Context: an optimization exercise on an open-source flow, tuned for small area. The choices shown serve that exercise and are no tape-out recipe.
For this run, only the layout was checked, not whether the RTL still works.
In this run the design's own scripts or RTL, not TritonCTS, make the clock network.
The clock port is modelled as an ideal driver, which makes a skipped or thinned clock tree look cheaper than it is; a real chip needs a root buffer or a tree.
Power and IR drop assume default switching activity.

**flow/design.v**
```verilog
module arkanoid_audio
(
	input                clk_48m,
	input                reset,       
	input          [9:0] sound_raw,   
	input                pause,
	input                vol_boost,
	output signed [15:0] sound
);
reg [8:0] div;
always @(posedge clk_48m) begin
	if(!reset)
		div <= 9'd0;
	else
		div <= div + 9'd1;
end
wire [7:0] t8 = div[7:0];
wire [3:0] mi = t8[3:0];           
wire [3:0] mk = t8[7:4];           
wire dw    = ~div[8] & (t8 >= 8'd1) & (t8 <= 8'd21);    
wire cw    = (t8 >= 8'd1) & (t8 <= 8'd12);              
wire mw    = t8[7] | t8[6];                             
wire j0    = (t8 == 8'd1);
wire jlt10 = (t8 >= 8'd1) & (t8 <= 8'd10);
wire jle10 = (t8 >= 8'd1) & (t8 <= 8'd11);
wire lpf_edge = (t8 == 8'd255);
reg vB;
always @(posedge clk_48m) begin
	if(!reset)
		vB <= 1'b0;
	else if(div == 9'd511)
		vB <= 1'b1;
end
wire vA = vB | div[8];
reg [31:0] er;      
reg [14:0] ar;      
reg [15:0] X;       
reg [14:0] S;       
reg        bsl;     
reg [10:0] y;       
reg  [3:0] dc;      
reg        mc;      
reg        cc;      
reg        sc;      
wire eE = er[10] & vB;                
wire eR = eE & jlt10;
wire ee = er[0] & vB & jlt10;         
wire eq = er[20] & vB & jle10;        
wire es = S[0] & jlt10;               
wire d1c = !j0 & dc[0];
wire d2c =  j0 | dc[1];
wire d3c = !j0 & dc[2];
wire d4c =  j0 | dc[3];
wire d1s = eE ^ eR ^ d1c;
wire d1k = (eE & eR) | (eE & d1c) | (eR & d1c);
wire d2s = d1s ^ !ee ^ d2c;
wire d2k = (d1s & !ee) | (d1s & d2c) | (!ee & d2c);
wire d3s = d2s ^ es ^ d3c;
wire d3k = (d2s & es) | (d2s & d3c) | (es & d3c);
wire d4s = d3s ^ !eq ^ d4c;
wire d4k = (d3s & !eq) | (d3s & d4c) | (!eq & d4c);
always @(posedge clk_48m) begin
	dc <= {d4k, d3k, d2k, d1k};
	er[30:10] <= er[31:11];
	er[8:0] <= er[9:1];
	er[9] <= dw ? d4s : er[10];
	er[31] <= (dw & jlt10) ? eE : er[0];
end
wire cs = ar[0] & jlt10;
wire cq = er[20] & jle10;
wire ccin = j0 | cc;
wire xbit = cs ^ !cq ^ ccin;
wire Xo = X[0] & vB;
wire scin = !j0 & sc;
wire sbit = xbit ^ Xo ^ scin;
always @(posedge clk_48m) begin
	cc <= (cs & !cq) | (cs & ccin) | (!cq & ccin);
	sc <= (xbit & Xo) | (xbit & scin) | (Xo & scin);
	X <= {cw ? xbit : X[0], X[15:1]};
	S[14] <= cw ? sbit : S[0];
	S[13:10] <= S[14:11];
	S[9:0] <= (div == 9'd0) ? sound_raw : S[10:1];
	if(mi == 4'd15)
		bsl <= S[13];
end
reg yb;
always @(*) begin
	case(mk)
		4'd4:  yb = y[0];
		4'd5:  yb = y[1];
		4'd6:  yb = y[2];
		4'd7:  yb = y[3];
		4'd8:  yb = y[4];
		4'd9:  yb = y[5];
		4'd10: yb = y[6];
		4'd11: yb = y[7];
		4'd12: yb = y[8];
		4'd13: yb = y[9];
		default: yb = y[10];
	endcase
end
wire mg = vA & mw;
wire bs = bsl & mg;
wire by = yb & mg;
wire last = (mk == 4'd15);        
wire [15:0] cpos = (bs ? 16'd7278 : 16'd0) + (by ? 16'd18211 : 16'd0);
wire opb = cpos[mi] ^ last;
wire ma = ar[0];
wire mcin = (mi == 4'd0) ? last : mc;
wire msum = ma ^ opb ^ mcin;
wire ain = mw & ((mi == 4'd0) ? mc : msum);
always @(posedge clk_48m) begin
	mc <= (ma & opb) | (ma & mcin) | (opb & mcin);
	ar[14] <= ain;
	ar[13:12] <= ar[14:13];
	ar[11] <= !lpf_edge & ar[12];
	ar[10:1] <= lpf_edge ? sound_raw : ar[11:2];
	ar[0] <= ar[1];
	if(lpf_edge)
		y <= ar[14:4];
end
wire en = vA & !pause;
assign sound = !en ? 16'd0 : vol_boost ? {y, 5'd0} : {y[10], y, 4'd0};
endmodule
```
**flow/flow/run.sh**
```bash
#!/bin/bash
# Own layout flow: the standard ORFS flow (standard.sh) with these changes:
#  - synthesis extracting only full adders (no half adders), with the ABC area
#    script in flow/abc_area.script (registers are untouched by both);
#  - port buffers are sky130_fd_sc_hd__buf_1;
#  - clock tree: instead of TritonCTS, flow/manual_cts.tcl makes
#    MANUAL_CTS_K leaf buffers driven by the clock port, one per cluster of
#    flip-flops; the rest of the CTS step (legalisation, timing repair) is kept.
# The make output goes to flow_standard.log, each ORFS step to orfs/logs/.
set -euo pipefail
cd "$(dirname "${BASH_SOURCE[0]}")/.."
K=${MANUAL_CTS_K:-3}
B=${MANUAL_CTS_BUF:-sky130_fd_sc_hd__clkbuf_16}
rm -rf scripts_custom
cp -r "$FLOW_HOME/scripts" scripts_custom
cp flow/abc_area.script scripts_custom/abc_area.script
cp flow/manual_cts.tcl scripts_custom/manual_cts.tcl
sed -i "s/extract_fa {\*}\[dont_use_extract_fa_args\]/extract_fa -fa/" scripts_custom/synth.tcl
grep -q "extract_fa -fa" scripts_custom/synth.tcl
sed -i "s|^log_cmd clock_tree_synthesis {\*}\$cts_args|source \$::env(SCRIPTS_DIR)/manual_cts.tcl; manual_cts $K $B|" scripts_custom/cts.tcl
grep -q "manual_cts $K" scripts_custom/cts.tcl
export BUFFER_PORTS_ARGS="-buffer_cell sky130_fd_sc_hd__buf_1"
bash standard.sh "SCRIPTS_DIR=$PWD/scripts_custom" finish > flow_standard.log 2>&1
```
**flow/flow/abc_area.script**
```
strash
&get -n
&deepsyn -T 30
&dch -f
&nf -R 1000 -p
&put
topo
dnsize -c
```
**flow/flow/manual_cts.tcl**
```tcl
# Manual clock tree: the clock port drives MANUAL_CTS_K leaf buffers
# (MANUAL_CTS_BUF), each placed at the centroid of a cluster of flip-flops
# (k-means on the flip-flop locations) and driving that cluster's clock pins.
proc manual_cts { k bufname } {
  set block [ord::get_db_block]
  set db [ord::get_db]
  set port [$block findBTerm clk_48m]
  set clknet [$port getNet]
  set sinks {}
  foreach it [$clknet getITerms] {
    set inst [$it getInst]
    lassign [$inst getLocation] x y
    set m [$inst getMaster]
    set x [expr {$x + [$m getWidth] / 2}]
    set y [expr {$y + [$m getHeight] / 2}]
    lappend sinks [list $it $x $y]
  }
  set n [llength $sinks]
  # initial centers: spread along the sorted x+y order
  set sorted [lsort -real -index 1 $sinks]
  set centers {}
  for {set c 0} {$c < $k} {incr c} {
    set s [lindex $sorted [expr {int(($c + 0.5) * $n / $k)}]]
    lappend centers [list [lindex $s 1] [lindex $s 2]]
  }
  set cap [expr {int(ceil(double($n) / $k)) + 2}]
  for {set iter 0} {$iter < 30} {incr iter} {
    # capacity-limited assignment: nearest center with room, sinks in order of best distance
    set order {}
    foreach s $sinks {
      set best 1e18
      foreach c $centers { set d [expr {abs([lindex $s 1]-[lindex $c 0]) + abs([lindex $s 2]-[lindex $c 1])}]; if {$d < $best} {set best $d} }
      lappend order [list $s $best]
    }
    set order [lsort -real -index 1 $order]
    for {set c 0} {$c < $k} {incr c} { set cnt($c) 0; set grp($c) {} }
    foreach o $order {
      set s [lindex $o 0]
      set bc -1; set bd 1e18
      for {set c 0} {$c < $k} {incr c} {
        if {$cnt($c) >= $cap} continue
        set cc [lindex $centers $c]
        set d [expr {abs([lindex $s 1]-[lindex $cc 0]) + abs([lindex $s 2]-[lindex $cc 1])}]
        if {$d < $bd} {set bd $d; set bc $c}
      }
      incr cnt($bc); lappend grp($bc) $s
    }
    set centers {}
    for {set c 0} {$c < $k} {incr c} {
      set sx 0; set sy 0
      foreach s $grp($c) { set sx [expr {$sx + [lindex $s 1]}]; set sy [expr {$sy + [lindex $s 2]}] }
      set m [llength $grp($c)]
      if {$m == 0} {set m 1}
      lappend centers [list [expr {$sx / $m}] [expr {$sy / $m}]]
    }
  }
  set master [$db findMaster $bufname]
  for {set c 0} {$c < $k} {incr c} {
    set inst [odb::dbInst_create $block $master "clkbuf_manual_$c"]
    set net [odb::dbNet_create $block "clknet_manual_$c"]
    $net setSigType CLOCK
    set cc [lindex $centers $c]
    $inst setLocation [expr {int([lindex $cc 0] - [$master getWidth] / 2)}] [expr {int([lindex $cc 1] - [$master getHeight] / 2)}]
    $inst setPlacementStatus PLACED
    foreach s $grp($c) {
      set it [lindex $s 0]
      $it disconnect
      $it connect $net
    }
    [$inst findITerm A] connect $clknet
    [$inst findITerm X] connect $net
    puts "manual_cts: $bufname clkbuf_manual_$c drives [llength $grp($c)] sinks"
  }
  set_propagated_clock [all_clocks]
}
```
**flow/standard.sh**
```bash
#!/bin/bash
# synth_recipe.tcl (not shown) runs the flow's synth.tcl, then flattens the netlist and writes it again
# the make line also repeats each setting of config.mk as NAME=value (left out here)
make -C /OpenROAD-flow-scripts/flow DESIGN_CONFIG=/design/flow/config.mk WORK_HOME=/design/flow/orfs CLKGATE_MAP_FILE= SYNTH_SCRIPT=/design/flow/synth_recipe.tcl "${@:-finish}"
```
**flow/config.mk**
```make
export PLATFORM = sky130hd
export DESIGN_NAME = arkanoid_audio
export DESIGN_NICKNAME = arkanoid_audio
export VERILOG_FILES = /design/flow/design.v
export SDC_FILE = /design/flow/constraint.sdc
export NUM_CORES = 4
export LEC_CHECK = 0
export ABC_AREA = 1
export CAP_MARGIN = 20
export CORE_MARGIN = 2
export CORE_UTILIZATION = 70
export GPL_TIMING_DRIVEN = 0
export PLACE_DENSITY = 0.75
export SLEW_MARGIN = 20
```
**flow/constraint.sdc**
```tcl
create_clock -name core_clock -period 20.0 [get_ports {clk_48m}]
set_input_delay 4.0000 -clock core_clock [delete_from_list [all_inputs] [get_ports {clk_48m}]]
set_output_delay 4.0000 -clock core_clock [all_outputs]
set_load 0.01 [all_outputs]
```
==> run summary <==
[sequential cells by signal, summed over array words and instances (netlist names)]
signal,flops
S,15
X,16
ar,15
bsl,1
cc,1
dc,4
div,9
er,32
mc,1
sc,1
vB,1
y,11
[power by group]
part | internal (W) | switching [W]
logic | 0.00000851 | 0.0000113
registers | 0.000249 | 0.0000105
clock network | 0.0000281 | 0.0000492
total | 0.000286 | 0.0000710
[critical path: cells and delay by family]
kind	cells	cell delay, ns
buffers and inverters	2	0.26
AOI/OAI and AO/OA	1	0.26
and+or+nand+nor	1	0.56
[cells in the mapped netlist (all sizes together), types with 2 or more instances]
master,n,area [um^2]
and3,3,18.8
mux2,22,248
clkinv,6,22.5
buf,4,30.0
o21ai,9,45.0
nor3,7,35.0
a211oi,3,22.5
fa,6,120
dfxtp,95,1900
nor2,8,30.0
a22o,10,87.6
nand2b,5,31.3
a31oi,3,18.8
a21oi,15,75.1
nor3b,5,37.5
nand2,17,63.8
edfxtp,12,360
and2,4,25.0
nor2b,8,50.1
a221oi,2,17.5
nand3,6,30.0
[per-layer routing]
metal  part of all wire [%]  global-route usage [%]  vias to the layer above
li1                       -                       -                      955
met3                    2.6                    1.10                        6
met5                      0                       0                        -
met4                    1.3                    3.29                        0
met1                     48                    31.6                      956
met2                     48                    35.3                       42
[worst max-delay path by stage]
| stage | cells past startpoint | endpoint | slack (ns) |
|---|---|---|---|
| 2_1_floorplan | 2 | sound[10] | 11.06 |
| 3_3_place_gp | 4 | sound[6] | 10.64 |
| 3_5_place_dp | 4 | sound[6] | 10.57 |
| 4_1_cts | 4 | sound[6] | 10.57 |
| 5_1_grt | 4 | sound[5] | 10.82 |
| 6_report | 4 | sound[6] | 10.92 |
[metrics by stage]
stage | utilization, % | total power, W | area [um^2]
finish | 77.7 | 0.000357 | 3600
global placement | 75.2 | 0.000280 | 3480
CTS | 77.5 | 0.000359 | 3590
detailed placement | 75.9 | 0.000284 | 3510
global route | 77.7 | 0.000370 | 3600
floorplan | - | 0.000273 | 3320
[cells by family (layout without fill, tap and decap cells)]
logic type      Yosys count  count (layout)  synth area share [%]
compound gates           44              44                  8.54
fa+ha+maj                 6               6                  3.63
buf+inv                  10              40                  1.59
flops                   107             107                  68.3
mux                      22              22                  7.48
other cells               1               4                 0.113
simple gates             66              66                  10.3
[area by class of cell]
cell class / count / share of cell area, %
buffer: 7 / 2.92
inverter: 6 / 0.626
multi-input combinational: 142 / 28.6
sequential: 107 / 62.9
tap: 54 / 1.88
timing repair buffer: 27 / 3.13
==> run summary <==
outcome complete, no violations; Worst Hold End er[10]; fraction of registers with async set/reset 0%; HP Start er[11]; antenna cells 0; Vert. Die Dim between 70 and 80 um; Hold Crit Depth 0; Initial DRC Count 106; commonest cells after routing, fill and taps aside dfxtp_1, buf_1, mux2_1; yosys warns 1; Yosys cell types 27; WHS roughly 0.34 ns; Fmax around 110 MHz; grt ovf 0; startpoint class of the critical path input port; synthesized instance count approximately 260; drc violations 0; die area about 0.0053 mm^2; vias in the first global route 1813; first-pass GRT wire length 8.87 mm; HPWL after DPL just under 4 mm; num rows 25; detailed-route via count between 1.5k and 2k; CTS resizes 0; placed cell count 340; global-route usage over all layers 21.1%; critical path required time 16.00 ns; Yosys reg bits around 110; ys flop type dfxtp_1; critical path capture point type output pin; initial antenna violation count 0; Post-CTS Repair Setup Buffers 0; sequential area share after synthesis 68.3%; most frequent CP cell buf_1; vias per inst between 5 and 6; Initial Util between 70 and 80%; total area of sequential cells roughly 0.0023 mm^2; Clock Skews between 0.01 and 0.015 ns; Worst EP arrival about 5.1 ns; DRT Wirelength 5.54 mm; syn avg cell area 12.9 um^2; Max-slew headroom ~40%; Crit-path slowest cell nor3b_2; Crit path largest cell delay approximately 0.56 ns; number of setup violations in the final report 0; final setup TNS 0 ns; die width between 70 and 80 um; core area between 0.004 and 0.005 mm^2; post-route ant nets 0; Skew-Pair Late Insertion Delay around 0.18 ns; layout filler cell count 296; GP Congestion 0.828; share of post-route cells with drive strength above 1 roughly 4.5%; Pins Over Slew Limit 0; Ports 30; drt wl/cell approximately 16 um; Worst Tran Pin Value between 0.8 and 0.9 ns; Final min period about 9.1 ns; DRT Pass-1 Iters 5; r2r endpoint er[9]; RSZ-0062 raised after global routing no; max_cap viols 0; area delta synth->final 8.65%; Final Hold Fails 0; multi-input logic area about 0.0010 mm^2; critical-path cell list buf_1, nor3b_2, a22o_1, buf_1; largest net degree at the start of global routing 38; CP Max Fanout 10; Hold Crit Class reg -> reg; PwrDens slightly below 100 mW/mm^2; reg2reg setup slack 15.97 ns; Worst Reg-to-Reg Cells 11; Crit. Startpoint pause; Layout Nets 311; Setup WS pre-CTS 10.57 ns; EDFF count, synth 12; fin worst setup slack about 11 ns; most common cell after layout, fill and taps aside dfxtp_1; reg2reg start div[1]; CTS clk-pin slew, worst paths roughly 0.12 ns; Final period util 45.4%; static leakage about 1.4 nW; VDD IR max between 0.09 and 0.1 mV; hold buffers post-CTS 0; IO Port Bufs 25; post-synthesis cell area 0.00331 mm^2; Crit Path Class in -> out; Finished Layout Cells approximately 340

-- separate check: timing with driven ports --
In the flow no input, the clock included, has a driving cell. The finished layout below was timed again as built, in two steps. Step 1: set_driving_cell puts a clkbuf_16 on clk_48m and a buf_2 on each other input, an assumption about the parent block. Step 2 adds t to the input delays and takes it off the output delays; t is the mean of the earliest and latest rising clock arrival at the registers after step 1. Input paths then give back, and output paths get back, about the clock's delay inside the block. Slacks: ideal ports / drivers / drivers and shift; pairs: ideal ports / drivers.
t (ns): 0.235
setup WS [ns]: 10.918 / 10.892 / 10.892
worst slew at a driven data input, ns: 0.03
After both steps setup and hold are still met in this run. For this run, drivers alone change the setup slack by -0.026 ns; drivers and shift together by -0.026 ns.
